Context: an optimization exercise on an open-source flow, tuned for small area and a short achievable clock period. The choices shown serve that exercise and are no tape-out recipe. The RTL was checked by simulation tests, not by an equivalence proof against the original design. Power figures rest on the tool's default switching activity, not on a simulated workload.

--- design.v ---
`timescale 1ns / 1ps
module Decoder #(parameter SLAVE_NUM=4)(
	input [$clog2(SLAVE_NUM)-1:0]SEL,
	output reg HSEL_1,
	output reg HSEL_2,
	output reg HSEL_3,
	output reg HSEL_4,
	output [$clog2(SLAVE_NUM)-1:0] Multiplexor_SEL
	);
always@ (*)begin
	if(SEL==0) begin
            HSEL_1=1;
            HSEL_2=0;
            HSEL_3=0;
            HSEL_4=0;
    end
    else if(SEL==1) begin
            HSEL_1=0;
            HSEL_2=1;
            HSEL_3=0;
            HSEL_4=0;
    end
    else if(SEL==2) begin
            HSEL_1=0;
            HSEL_2=0;
            HSEL_3=1;
            HSEL_4=0;
    end
    else if(SEL==3)  begin
            HSEL_1=0;
            HSEL_2=0;
            HSEL_3=0;
            HSEL_4=1;
    end
    else begin
        HSEL_1=0;
        HSEL_2=0;
        HSEL_3=0;
        HSEL_4=0;
    end
end
 assign Multiplexor_SEL=SEL;
endmodule
`timescale 1ns / 1ps
module Multiplexor(
	input [31:0]HRDATA1,
	input [31:0]HRDATA2,
	input [31:0]HRDATA3,
	input [31:0]HRDATA4,
	input HRESP1,
	input HRESP2,
	input HRESP3,
	input HRESP4,
	input HREADYOUT1,
	input HREADYOUT2,
	input HREADYOUT3,
	input HREADYOUT4,
	input [1:0]SEL,
	output reg [31:0]HRDATA,
	output reg HREADYOUT,
	output reg HRESP);
   always@(*)begin
         if (SEL==0)begin
            HRDATA=HRDATA1;
            HREADYOUT=HREADYOUT1;
            HRESP=HRESP1;
         end
         else if(SEL==1)begin
            HRDATA=HRDATA2;
            HREADYOUT=HREADYOUT2;
            HRESP=HRESP2;
         end
         else if(SEL==2)begin
            HRDATA=HRDATA3;
            HREADYOUT=HREADYOUT3;
            HRESP=HRESP3;
        end
        else begin
            HRDATA=HRDATA4;
            HREADYOUT=HREADYOUT4;
            HRESP=HRESP4;
        end
   end
endmodule
`timescale 1ns / 1ps
module master
   (
    input enable,
    input [31:0] addr,
    input [31:0] w_data,
    input [1:0] htrans,
    input [2:0] hsize,
    input hwrite,
    input [1:0] hselx,
    input [2:0]hburst,
    input HCLK,
    input HRESETn,
    input HREADY,
    input HRESP,
    input [31:0] HRDATA,
    output [1:0] HSELx,
    output   HWRITE,
    output reg [31:0] HADDR,
    output reg [31:0] HWDATA,
    output reg [2:0]  HSIZE,
    output reg [2:0]  HBURST,
    output reg [1:0] HTRANS,
    output reg [31:0] data_out
    );
    parameter IDLE=0 , WRITE = 1 , READ = 2  ; 
      parameter SINGLE     = 3'b000;
      parameter INCR       = 3'b001;
      parameter WRAP4      = 3'b010;
      parameter INCR4      = 3'b011;
      parameter WRAP8      = 3'b100;
      parameter INCR8      = 3'b101;
      parameter WRAP16     = 3'b110;
      parameter INCR16     = 3'b111;
    parameter ERROR=1;  
    reg [1:0] current_state , next_state;
    reg [10:0] burst_counter , wrap_counter;
    reg half_of_wrap;
    reg burst_counter_busy_flag,wrap_counter_busy_flag, HREADY_flag;
    reg [31:0] HWDATA_reg_c,HWDATA_reg_d;
    reg [31:0] temp_addr;   
    reg [31:0] data_out_q;
    reg [31:0] wrap , address;
    assign HSELx = hselx;
    assign HWRITE = hwrite;
    always @ (*) begin
        case (hburst) 
            WRAP4: begin
                wrap= ((temp_addr >> 4) <<4);
                address = wrap + 16;
            end
            WRAP8: begin
                wrap= ((temp_addr >> 5) <<5);
                address = wrap + 32;
            end
            WRAP16: begin
                wrap= ((temp_addr >> 6) <<6);
                address = wrap + 64;
            end
            default : begin
                wrap =0;
                address =0;
            end
        endcase
    end
    always @(posedge HCLK or negedge HRESETn ) begin
        if(!HRESETn) begin
            current_state <= IDLE;
        end
        else begin
            current_state <= next_state;
        end
    end
     always @(*) begin
        case(current_state) 
            IDLE: begin
                if(enable) begin
                    if(HRESP == ERROR) begin
                       next_state = IDLE; 
                    end    
                    else if(hwrite) begin
                        next_state = WRITE;
                    end
                    else begin
                        next_state = READ;
                    end
                end
                else begin
                    next_state = IDLE;
                end
            end
            WRITE: begin 
                if(enable) begin
                    if(HREADY) begin
                        if(HRESP == ERROR) begin
                           next_state = IDLE; 
                        end    
                        else if(hwrite) begin
                            next_state = WRITE;
                        end
                        else begin
                            next_state = READ;
                        end
                    end
                    else begin
                        next_state = current_state ;
                    end
                end
                else begin
                    next_state =IDLE ;
                end
            end
            READ: begin
                if(enable) begin
                    if(HREADY) begin
                        if(HRESP == ERROR) begin
                           next_state = IDLE; 
                        end    
                        else if(hwrite) begin
                            next_state = WRITE;
                        end
                        else begin
                            next_state = READ;
                        end
                    end
                    else begin
                        next_state = current_state ;
                    end
                end
                else begin
                    next_state =IDLE ;
                end
            end
            default: begin
                next_state = IDLE;
            end
        endcase
    end
    always @(*) begin
        case(current_state)
            IDLE: begin
                HADDR=0;
                HWDATA=0;
                HSIZE=0;
                HBURST=0;
                HTRANS=0;
                data_out=0;
            end
            WRITE: begin
              if(~HREADY) begin
                HWDATA=HWDATA_reg_c;
              end
              else begin
                HWDATA=HWDATA_reg_d;
              end
                HSIZE=hsize;
                HBURST=hburst;
                HTRANS=htrans;
                data_out=data_out_q;
                case (HBURST)
                    INCR, INCR4, INCR8, INCR16: HADDR=burst_counter;
                    WRAP4, WRAP8, WRAP16 :  HADDR=wrap_counter;
                    SINGLE : HADDR= addr;
                endcase
            end
            READ: begin
               if(~HREADY) begin
                HWDATA=HWDATA_reg_c;
              end
              else begin
                HWDATA=HWDATA_reg_d;
              end
                HSIZE=hsize;
                HBURST=hburst;
                HTRANS=htrans;
                data_out = HRDATA;
                case (HBURST)
                    INCR, INCR4, INCR8, INCR16: HADDR=burst_counter;
                    WRAP4, WRAP8, WRAP16 :  HADDR=wrap_counter ;
                    SINGLE : HADDR= addr;
                endcase
            end
            default: begin
                data_out=0;
                HADDR=0;
                HWDATA=0;
                HSIZE=0;
                HBURST=0;
                HTRANS=0;
            end
        endcase 
    end
     always @(posedge HCLK or negedge HRESETn ) begin
         if(!HRESETn) begin
            burst_counter <=0;
            burst_counter_busy_flag <=0;
            temp_addr <=0;
        end
        else begin
            if(HREADY) begin
                if ( htrans == 2 )  begin
                    burst_counter <= addr;
                    temp_addr <= addr;
                end
                else if (htrans == 3) begin
                    case (hburst) 
                        INCR: begin
                            if(~burst_counter_busy_flag ) begin
                                burst_counter <= burst_counter+4;
                            end
                            else begin
                                burst_counter_busy_flag  <=0;
                            end
                        end
                        INCR4: begin
                            if(~burst_counter_busy_flag ) begin
                                if(burst_counter < temp_addr +12 ) begin
                                    burst_counter <= burst_counter+4;
                                end
                            end    
                            else begin
                                burst_counter_busy_flag  <=0;
                            end
                        end
                        INCR8: begin
                            if(~burst_counter_busy_flag ) begin
                                if(burst_counter < temp_addr +28 ) begin
                                    burst_counter <= burst_counter+4;
                                end
                            end    
                            else begin
                                burst_counter_busy_flag  <=0;
                            end
                        end
                        INCR16: begin
                            if(~burst_counter_busy_flag ) begin
                                if(burst_counter < temp_addr +60 ) begin
                                    burst_counter <= burst_counter+4;
                                end
                            end    
                            else begin
                                burst_counter_busy_flag  <=0;
                            end
                        end
                        default : begin
                            burst_counter <=burst_counter;
                        end
                    endcase
                end
                else if (htrans == 1 ) begin
                    if(burst_counter_busy_flag) begin
                         burst_counter <=burst_counter;
                    end     
                     else begin 
                         burst_counter <=burst_counter +4 ;
                         burst_counter_busy_flag <=1;
                     end    
                end
                else begin
                    burst_counter <=burst_counter;
                end
            end
            else if (htrans == 1 )begin
                if(~burst_counter_busy_flag) begin
                    burst_counter <=burst_counter + 4;
                    burst_counter_busy_flag <=1;
                end
                else begin 
                    burst_counter <=burst_counter  ;                    
                end 
            end
        end
     end
    always @(posedge HCLK or negedge HRESETn ) begin
        if(!HRESETn) begin
            data_out_q <= 0;
        end
        else begin
            data_out_q <= data_out;
        end
    end
    always @(posedge HCLK or negedge HRESETn ) begin
         if(!HRESETn) begin
            HWDATA_reg_c <= 0;
            HWDATA_reg_d <=0;
        end
        else begin
            if(HREADY ) begin
                HWDATA_reg_c <= w_data;
                HWDATA_reg_d <=HWDATA_reg_c;
            end
        end
     end
      always @(posedge HCLK or negedge HRESETn ) begin
         if(!HRESETn) begin
            wrap_counter <= 0;
            wrap_counter_busy_flag <=0;
        end
        else begin
            if(HREADY) begin
                if(htrans == 2) begin
                    wrap_counter <= addr;
                end
                else if (htrans == 3) begin
                    if(~wrap_counter_busy_flag) begin
                        if(wrap_counter >= address - 4) begin
                            wrap_counter <= wrap;
                        end
                        else begin
                            wrap_counter <= wrap_counter+4;
                        end
                    end
                    else begin
                       wrap_counter_busy_flag <=0;                
                    end
                end
                else if (htrans == 1 ) begin
                    if(wrap_counter_busy_flag) begin
                         wrap_counter <=wrap_counter;
                    end     
                    else begin 
                         wrap_counter <=wrap_counter +4 ;
                         wrap_counter_busy_flag <=1;
                    end    
                end
            end
            else begin
                if(~wrap_counter_busy_flag) begin
                    wrap_counter <=wrap_counter + 4;
                    wrap_counter_busy_flag <=1;
                end
                else begin 
                    wrap_counter <=wrap_counter  ;
                end 
            end
         end 
      end
endmodule
`timescale 1ns / 1ps
module slave
#(parameter ADDR_DEPTH = 1024 , hsel = 1 , mem_rst = 0)
    (
    input HCLK,
    input HRESETn,
    input HREADY,
    input HWRITE,
    input HMASTLOCK,
    input [1:0] HTRANS,
    input [2:0] HBURST,
    input [2:0] HSIZE,
    input  HSELx,
    input [3:0] HPROT,
    input [31:0] HWDATA,
    input [31:0] HADDR,
    output reg HREADYout,
    output reg HRESP,
    output reg [31:0] HRDATA
    );
    parameter OKAY =0 , error = 1 ;
    parameter IDLE=0 , WRITE = 1 , READ = 2 , BUSY = 3 ,ERROR = 4; 
    reg [2:0] current_state , next_state;
    reg [32*ADDR_DEPTH-1 : 0] mem;
    reg [31:0]  ADDR_buf;
    reg [31:0] HRDATA_buf1,HRDATA_buf2;
    reg sel_buf1 ;
    reg  Busy_flag;
    reg HREADYout_q, HRESP_q;
    reg [31:0] HRDATA_q;
    wire        mem_we = (current_state == WRITE) && (ADDR_buf < ADDR_DEPTH);
    reg  [31:0] mem_wdata;
    wire [31:0] rd_index = HADDR >> 2;
    reg  [31:0] mem_rdata;
    integer i;
    always @(*) begin
        case(HSIZE)
        0: begin mem_wdata = {{24{1'b0}},HWDATA[7:0]};      end
        1: begin mem_wdata = {{16{1'b0}},HWDATA[15:0]};     end
        2: begin mem_wdata = HWDATA;                        end
        default: begin mem_wdata = HWDATA;                  end
        endcase
    end
    always @(*) begin
        mem_rdata = 0;
        for(i = 0 ; i < ADDR_DEPTH ; i=i+1) begin
            if(rd_index == i) begin
                if(mem_we && ADDR_buf == i)
                    mem_rdata = mem_wdata;
                else
                    mem_rdata = mem[32*i +: 32];
            end
        end
    end
    genvar g;
    generate
        for(g = 0 ; g < ADDR_DEPTH ; g=g+1) begin : word
            always @(posedge HCLK or negedge HRESETn ) begin
                if(!HRESETn) begin
                    mem[32*g +: 32] <= g + mem_rst;
                end
                else if(mem_we && ADDR_buf == g) begin
                    mem[32*g +: 32] <= mem_wdata;
                end
            end
        end
    endgenerate
    always @(posedge HCLK or negedge HRESETn ) begin
        if(!HRESETn) begin
            current_state <= IDLE;
        end
        else begin
            current_state <= next_state;
        end
    end
    always @(posedge HCLK or negedge HRESETn ) begin
        if(!HRESETn) begin
            HREADYout_q <= 0;
            HRESP_q <= OKAY;
            HRDATA_q <= 0;
        end
        else begin
            HREADYout_q <= HREADYout;
            HRESP_q <= HRESP;
            HRDATA_q <= HRDATA;
        end
    end
    always @(posedge HCLK or negedge HRESETn ) begin
        if(!HRESETn) begin
            HRDATA_buf1 <=0;
            HRDATA_buf2 <=0;
            ADDR_buf <=0;
            sel_buf1 <=0;
        end
        else begin
            if(HREADY) begin
                HRDATA_buf1 <= mem_rdata;
                HRDATA_buf2 <= HRDATA_buf1 ;
                ADDR_buf <= HADDR >>2;
                sel_buf1 <= HSELx;
            end
        end
    end
    always @(posedge HCLK or negedge HRESETn ) begin
        if(!HRESETn) begin
            Busy_flag <=0;
        end
        else begin
            if(current_state == BUSY) begin
                Busy_flag <=1;
            end
            else begin
                Busy_flag <=0;
            end
        end
    end
    always @(*) begin
        case(current_state)
            IDLE: begin
                if(HWRITE && HREADY  ) begin
                    next_state = WRITE;
                end
                else if (~HWRITE && HREADY  ) begin
                    next_state = READ;
                end
                else begin
                    next_state = IDLE;
                end
            end
            WRITE: begin
                if(HREADY) begin
                    if(ADDR_buf > ADDR_DEPTH) begin
                        next_state = ERROR;
                    end
                    else if(HTRANS == 1 ) begin
                        next_state = BUSY;
                    end
                    else if ( HTRANS == 2 || HTRANS == 3) begin
                         if(HWRITE && HREADY && HSELx == hsel) begin
                             next_state = WRITE;
                         end
                         else if (~HWRITE && HREADY && HSELx == hsel) begin
                              next_state = READ;
                          end
                          else begin
                             next_state =IDLE;
                         end 
                    end
                    else begin
                        next_state = IDLE;
                    end
                end
                else begin
                    if(HTRANS == 0) begin 
                        next_state = IDLE;
                    end
                    else begin
                        next_state = current_state;
                    end
                end
            end
            READ: begin
                 if(HREADY) begin
                    if(ADDR_buf > ADDR_DEPTH) begin
                        next_state = ERROR;
                    end
                    else if(HTRANS == 1 ) begin
                        next_state = BUSY;
                    end
                    else if ( HTRANS == 2 || HTRANS == 3) begin
                         if(HWRITE && HREADY && HSELx == hsel) begin
                             next_state = WRITE;
                         end
                         else if (~HWRITE && HREADY && HSELx == hsel) begin
                              next_state = READ;
                         end 
                         else begin
                             next_state =IDLE;
                         end
                    end
                    else begin
                        next_state = IDLE;
                    end
                end
                else begin
                    if(HTRANS == 0) begin 
                        next_state = IDLE;
                    end
                    else begin
                        next_state = current_state;
                    end
                end
            end
            BUSY: begin
                if(HTRANS == 1 ) begin
                        next_state = BUSY;
                end
                else if ( HTRANS == 2 || HTRANS == 3) begin
                         if(HWRITE && HREADY && HSELx == hsel) begin
                             next_state = WRITE;
                         end
                         else if (~HWRITE && HREADY && HSELx == hsel) begin
                              next_state = READ;
                         end 
                         else begin
                              next_state = BUSY;
                         end
                end
                else begin
                        next_state = IDLE;
                end
            end
            ERROR: begin
                    next_state = IDLE;
            end
            default : begin
                    next_state = IDLE;
            end
        endcase
    end
    always @(*) begin
        case(current_state)
            IDLE: begin
                HREADYout =0;
                HRESP = OKAY;
                HRDATA =0;
            end
            WRITE: begin
                HRDATA =HRDATA_q;
               if(ADDR_buf > ADDR_DEPTH) begin
                    HRESP = error;
                    HREADYout =0;
               end
               else begin
                    HRESP = OKAY;
                    HREADYout =1;
               end
            end
            READ: begin
               if(ADDR_buf > ADDR_DEPTH) begin
                    HRESP = error;
                    HREADYout =0;
                    HRDATA =HRDATA_q;
               end
               else begin
                    if(Busy_flag ) begin
                        HRDATA =HRDATA_q ;
                        HRESP = HRESP_q;
                        HREADYout = HREADYout_q;
                    end
                    else begin
                        if(HREADY) begin
                            HRDATA = HRDATA_buf1;
                            HREADYout =1;
                            HRESP = OKAY;
                        end
                        else begin
                            HRDATA =HRDATA_buf2 ;
                            HRESP = HRESP_q;
                            HREADYout = HREADYout_q;
                        end
                    end
               end
            end
            BUSY: begin
                if(Busy_flag == 0) begin
                    HRDATA =HRDATA_buf2 ;
                end
                else begin
                    HRDATA = HRDATA_q ;
                end
                HRESP = HRESP_q;
                HREADYout = HREADYout_q;
            end
            ERROR: begin
                HRDATA = HRDATA_q;
                HRESP = error;
                HREADYout =1;
            end
            default : begin
                HREADYout =0;
                HRESP = OKAY;
                HRDATA =0;
            end
        endcase
    end
endmodule
`timescale 1ns / 1ps
module Top
    #(parameter DATA_WIDTH = 32, parameter ADDR_DEPTH = 16)
    (
    input enable,
    input [31:0] addr,
    input [31:0] w_data,
    input [1:0] htrans,
    input [2:0] hsize,
    input hwrite,
    input [2:0]hburst,
    input Master_ready , Slave_ready,  
    input HCLK,
    input HRESETn,
    input [1:0] hselx,  
    output  [31:0] data_out
    );
    wire HREADY;
    wire HRESP;
    wire HRESP1;
    wire HRESP2;
    wire HRESP3;
    wire HRESP4;
    wire HREADYOUT1;
    wire HREADYOUT2;
    wire HREADYOUT3;
    wire HREADYOUT4;
    wire [DATA_WIDTH-1:0]HRDATA1;
    wire [DATA_WIDTH-1:0]HRDATA2;
    wire [DATA_WIDTH-1:0]HRDATA3;
    wire [DATA_WIDTH-1:0]HRDATA4;
    wire HSEL_1;
    wire HSEL_2;
    wire HSEL_3;
    wire HSEL_4;
    wire [1:0]HSEL , Multiplexor_SEL;
        wire [31:0] HWDATA;
        wire [31:0] HRDATA;
        wire [31:0] HADDR;
        wire [2:0]  HBURST;
        wire [2:0]  HSIZE;
        wire [1:0] HTRANS;
        wire HWRITE;
        wire HREADYout;
    master Master
   (
     .enable(enable),
     .addr(addr),
     .w_data(w_data),
     .htrans(htrans),
     .hsize(hsize),
     .hwrite(hwrite),
     .hselx(hselx),
     .hburst(hburst),
     .HCLK(HCLK),
     .HRESETn(HRESETn),
     .HREADY(Master_ready),
     .HRESP(HRESP),
     .HRDATA(HRDATA),
     .HSELx(HSEL),
     .HWRITE(HWRITE),
    . HADDR(HADDR),
     .HWDATA(HWDATA),
     .HSIZE(HSIZE),
    . HBURST(HBURST),
    . HTRANS(HTRANS),
    . data_out(data_out)
    );
    slave #(ADDR_DEPTH , 1 ,  0) Slave1
    (
    .HCLK(HCLK),
    .HRESETn(HRESETn),
    .HREADY(Slave_ready),
    .HWRITE(HWRITE),
    .HTRANS(HTRANS),
    .HBURST(HBURST),
    .HSIZE(HSIZE),
    .HSELx(HSEL_1),
    .HWDATA(HWDATA),
    .HADDR(HADDR),
    .HREADYout(HREADYOUT1),
    .HRESP(HRESP1),
    .HRDATA(HRDATA1)
    );
    slave
     #(ADDR_DEPTH , 1 ,  1024) 
     Slave2
    (
    .HCLK(HCLK),
    .HRESETn(HRESETn),
    .HREADY(Slave_ready),
    .HWRITE(HWRITE),
    .HTRANS(HTRANS),
    .HBURST(HBURST),
    .HSIZE(HSIZE),
    .HSELx(HSEL_2),
    .HWDATA(HWDATA),
    .HADDR(HADDR),
    .HREADYout(HREADYOUT2),
    .HRESP(HRESP2),
    .HRDATA(HRDATA2)
    );
    slave 
    #(ADDR_DEPTH , 1 ,  2048) 
    Slave3
    (
    .HCLK(HCLK),
    .HRESETn(HRESETn),
    .HREADY(Slave_ready),
    .HWRITE(HWRITE),
    .HTRANS(HTRANS),
    .HBURST(HBURST),
    .HSIZE(HSIZE),
    .HSELx(HSEL_3),
    .HWDATA(HWDATA),
    .HADDR(HADDR),
    .HREADYout(HREADYOUT3),
    .HRESP(HRESP3),
    .HRDATA(HRDATA3)
    );
    slave 
    #(ADDR_DEPTH , 1 ,  3072) 
    Slave4
    (
    .HCLK(HCLK),
    .HRESETn(HRESETn),
    .HREADY(Slave_ready),
    .HWRITE(HWRITE),
    .HTRANS(HTRANS),
    .HBURST(HBURST),
    .HSIZE(HSIZE),
    .HSELx(HSEL_4),
    .HWDATA(HWDATA),
    .HADDR(HADDR),
    .HREADYout(HREADYOUT4),
    .HRESP(HRESP4),
    .HRDATA(HRDATA4)
    );
    Decoder Decode
    (.SEL(HSEL),
	.HSEL_1(HSEL_1),
	.HSEL_2(HSEL_2),
	.HSEL_3(HSEL_3),
	.HSEL_4(HSEL_4),
    .Multiplexor_SEL(Multiplexor_SEL)
    );
    Multiplexor Mux(
    .HRDATA1(HRDATA1),
	.HRDATA2(HRDATA2),
	.HRDATA3(HRDATA3),
	.HRDATA4(HRDATA4),
    .HRESP1(HRESP1),
	.HRESP2(HRESP2),
	.HRESP3(HRESP3),
	.HRESP4(HRESP4),
	.HREADYOUT1(HREADYOUT1),
	.HREADYOUT2(HREADYOUT2),
	.HREADYOUT3(HREADYOUT3),
	.HREADYOUT4(HREADYOUT4),
	.SEL(Multiplexor_SEL),
	.HRDATA(HRDATA),
	.HREADYOUT(HREADYout),
	.HRESP(HRESP)
 	);
endmodule
--- run.sh ---
#!/bin/bash
# synth_recipe.tcl (not shown) runs the flow's synth.tcl, then flattens the netlist and writes it again
# the make line also repeats each setting of config.mk as NAME=value (left out here)
make -C /OpenROAD-flow-scripts/flow DESIGN_CONFIG=/design/flow/config.mk WORK_HOME=/design/flow/orfs CLKGATE_MAP_FILE= SYNTH_SCRIPT=/design/flow/synth_recipe.tcl finish
--- config.mk ---
export PLATFORM = sky130hd
export DESIGN_NAME = Top
export DESIGN_NICKNAME = Top
export VERILOG_FILES = /design/flow/design.v
export SDC_FILE = /design/flow/constraint.sdc
export NUM_CORES = 4
export LEC_CHECK = 0
export CAP_MARGIN = 20
export CORE_MARGIN = 2
export CORE_UTILIZATION = 45
export PLACE_DENSITY = 0.6
export SLEW_MARGIN = 20
--- constraint.sdc ---
create_clock -name core_clock -period 8.0 [get_ports {HCLK}]
set_input_delay 1.6000 -clock core_clock [delete_from_list [all_inputs] [get_ports {HCLK}]]
set_output_delay 1.6000 -clock core_clock [all_outputs]
set_load 0.01 [all_outputs]
==> results.txt <==
## logic make-up after synthesis
kind of cell | count (synthesis) | synth area share
buffers and inverters | 1318 | 0.04455
multiplexers | 297 | 0.02774
flip-flops | 2634 | 0.5669
AO/OA/AOI/OAI | 4109 | 0.2163
adder cells (fa/ha/maj) | 43 | 0.004611
XOR/XNOR | 63 | 0.004729
AND/OR/NAND/NOR | 3693 | 0.1351
## per-stage QoR
stage          area, µm²  utilization
2_1_floorplan     116700            -
3_3_place_gp      122000       0.4739
3_5_place_dp      122000       0.4740
4_1_cts           131800       0.5121
5_1_grt           131900       0.5124
6_report          131900       0.5125
## synthesized netlist by cell type (all sizes together) (42+ instances only)
cell	instances
dfstp	192
a22oi	202
a222oi	137
nand3	143
nand2	2581
o21ai	2319
mux2	182
a221o	122
nor4	42
ha	43
a22o	96
a21oi	402
nor2	370
nor3	134
buf	203
a211oi	89
clkbuf	905
nand4	82
nand2b	57
and3	82
a221oi	160
a21o	51
a31oi	70
inv	210
dfrtp	2442
mux2i	113
nor2b	57
o22ai	119
o221ai	59
## how the worst min path moves through the flow
stage                                     endpoint  slack (ps)                                 from  cells after the start
3_5_place_dp   Master.burst_counter[0]$_DFFE_PN0P_         450  Master.burst_counter[0]$_DFFE_PN0P_                      2
5_1_grt        Master.burst_counter[0]$_DFFE_PN0P_         490  Master.burst_counter[0]$_DFFE_PN0P_                      2
4_1_cts        Master.burst_counter[0]$_DFFE_PN0P_         470  Master.burst_counter[0]$_DFFE_PN0P_                      2
3_3_place_gp   Master.burst_counter[0]$_DFFE_PN0P_         450  Master.burst_counter[0]$_DFFE_PN0P_                      2
6_report       Master.burst_counter[0]$_DFFE_PN0P_         470  Master.burst_counter[0]$_DFFE_PN0P_                      2
2_1_floorplan  Master.burst_counter[0]$_DFFE_PN0P_         440  Master.burst_counter[0]$_DFFE_PN0P_                      2
## state kept, by name (all words and copies together), names as in the netlist, 512 cells and up
signal	flops
Slave4.mem	512
Slave3.mem	512
Slave1.mem	512
Slave2.mem	512
## area by class of cell
class / instances / share of cell area
well taps: 3384 / 0.03209
inverters: 210 / 0.005994
flip-flops and latches: 2634 / 0.5015
diodes: 21 / 0.0003983
clock inverters: 46 / 0.004211
clock buffers: 485 / 0.07019
repair buffers: 550 / 0.03792
multi-input cells: 8205 / 0.3477
## power by group through the flow
stage,clock [mW],sequential (mW),combinational [mW]
5_1_grt,14.5,19.3,16.9
6_report,13.9,19.0,16.1
4_1_cts,14.0,19.0,15.6
3_5_place_dp,0,19.2,15.6
2_1_floorplan,0,18.3,8.44
3_3_place_gp,0,19.1,15.3
## cell usage in the layout, fill, tap and decap left out, drive strengths merged, types with 143 or more instances in the layout
master,synthesis,final
clkbuf,905,485
nand3,143,143
nor2,370,370
inv,210,213
buf,203,444
o21ai,2319,2319
mux2,182,182
nand2,2581,2581
a22oi,202,202
a221oi,160,160
a21oi,402,402
dfstp,192,192
dfrtp,2442,2442
## routing by layer
metal / routed length (µm) / up-vias / global-route usage
met4: 39840 / 12 / 0.2492
met3: 52310 / 1376 / 0.08717
met5: 83 / - / 0
met1: 189000 / 49784 / 0.4870
met2: 210200 / 5908 / 0.5375
li1: - / 42633 / -
## critical path, delay by kind of cell, from the launching register on
| kind | cells | cell delay [ps] |
|---|---|---|
| AND/OR/NAND/NOR | 5 | 1410 |
| buffers and inverters | 3 | 1270 |
| AO/OA/AOI/OAI | 6 | 2030 |
| flip-flops | 1 | 370 |
==> results.txt <==
* CORE AREA at 257400 µm²
* Critical path, cell by cell: nor4_1 -> and4_1 -> buf_4 -> and3_1 -> nor2_1 -> o21ai_0 -> a21o_1 -> nand2_1 -> buf_4 -> a222oi_1 -> a21oi_1 -> a21oi_1 -> o21ai_0 -> clkdlybuf4s50_1
* Max Slew Vio Count at 0
* CP max-delay cell: a222oi_1
* Reg-to-reg endpoint: Slave2.HRDATA_buf1[16]$_DFFE_PN0P_
* Sw frac at 0.3915
* DRC at 0
* Pwr dens at about 370 nW/µm²
* Initial cell density of the core at 0.4534
* Pre-CTS WS at ~700 ps
* Worst setup margin at about 330 ps
* Worst rel slew slack at 0.1399
* Gate power share at 0.329
* F_max at between 100 and 150 MHz
* GRT Residual Overflow at 0
* Layout cell share with drive strength beyond 1 at 0.1214
* Setup crit end kind: primary output
* Max clock buf depth at 4
* Worst path max stage delay at around 1100 ps
* WS Path Type: register to primary output
* Slew @ Worst Pin at about 1300 ps
* Net Switching at about 19 mW
* Vias in the first global route at 95868
* Chip width at 513.2 µm
* Crit path time final at roughly 7700 ps
* R2R setup slack at 2150 ps
* Period utilisation layout at 0.9589
* Final setup fails at 0
* Unique masters post-synth at 112
* Clock latency on the worst-skew pair at between 900 and 1000 ps
* Total power at roughly 49 mW
* Via density at approximately 6.4
* FF-to-FF path depth at 14
* Post-synthesis sequential area ratio at 0.5669
* Die height at around 500 µm
* Input/output buffers at around 110
* Drt total wl at 491400 µm
* Final hold violation count at 0
* # hold bufs at CTS at 0
* Post_cts resized at 0
* Internal at about 30 mW
* H-tree Lvls at 5
* Syn Inst Count at 12157
* CTS tree: yes
* Largest net degree at the start of global routing at 183
* Layout area overhead at 13.06%
* Number of synthesized flops with an enable pin at 0
* Average cell area after synthesis at 9.599 µm²
* GRT Util Overall at 0.3682
* Top area cells in the synthesized netlist: dfrtp_1, o21ai_0, nand2_1, dfstp_2, clkbuf_1
* FILL cells at around 24000
* RR Startpoint: Master.current_state[0]$_DFFE_PN0P_
* Antenna violations before repair at 40
* Drt pass-1 iters at 7
* Clock share of power at 0.283
* Routability cong. at about 0.97
* Worst Setup EP: data_out[24]
* Area share of the largest cell type after synthesis at 0.5237
* Dpl hpwl at around 330000 µm
* Max-Cap Viols at 0
* CTS Root Buffer Type: clkbuf_16
* First-pass GRT wire length at between 700000 and 800000 µm
* Rows at 186
* CTS Sinks at 2634
* Synthesized net count at 12280
* Critical Path RT at around 6400 ps
* Yosys warnings at 7
* Number of synthesized register bits at around 2600
* Worst Path Max Fanout at 37
* Post-Syn Area at roughly 120000 µm²
* RSZ-0062 raised after global routing: no
* WP data arrival at 6070 ps
* Final cell count without fillers at between 15000 and 20000
* Clock transition at path regs at approximately 50 ps
* Multi-input logic area at roughly 46000 µm²
* Dominant synthesized flop cell: dfrtp_1
* Leakage power total at ~62 nW
* # Post-CTS Setup Buffers at 0
* Vias at approximately 100000
* Post-DR wirelength/cell at between 30 and 40 µm
* Sequential power share at 0.388
* Seq. cell area at about 66000 µm²
* Peak supply drop at 0.2913 mV
* Total CTS buffers at a little over 300
* Hold slack at roughly 470 ps
* Async S/R FF share, synth at 1.000
* I/O pin count at approximately 110
* Worst Hold Class: register to register
* Status: complete, no violations
* Largest area contributor in the netlist: dfrtp_1
* Post-route ant nets at 0
* Die area at between 200000 and 300000 µm²
* Setup tns final at 0 ps
* Start point of the critical path: Slave4.ADDR_buf[16]$_DFFE_PN0P_
* Final #Nets at between 10000 and 15000
* Placed Cells at 14981
* Drt first-iter violations at roughly 13000
* Fin Clk Skew at about 83 ps
* Worst Setup Start Kind: register

==> static timing again, ports no longer ideal <==
In the flow no input, the clock included, has a driving cell. The finished layout below was timed again as built, in two steps. Step 1 (the two cells are an assumption about what drives the block):
set clk [get_ports {HCLK}]
set_driving_cell -lib_cell sky130_fd_sc_hd__clkbuf_16 $clk
set_driving_cell -lib_cell sky130_fd_sc_hd__buf_2 [delete_from_list [all_inputs] $clk]
Step 2, shift: input delay + t, output delay - t, t = (earliest + latest rising clock arrival at the registers) / 2. This alone moves slack from input paths to output paths. Slacks: no drivers / after step 1 / after step 2; pairs: no drivers / after step 1.
t, ns: 1.046
setup WS [ns]: 0.329 / 0.217 / 0.425
worst slew at a driven data input, ns: 0.08
After both steps setup and hold are still met in this run. For this run, drivers alone change the setup slack by -0.112 ns; drivers and shift together by +0.096 ns.
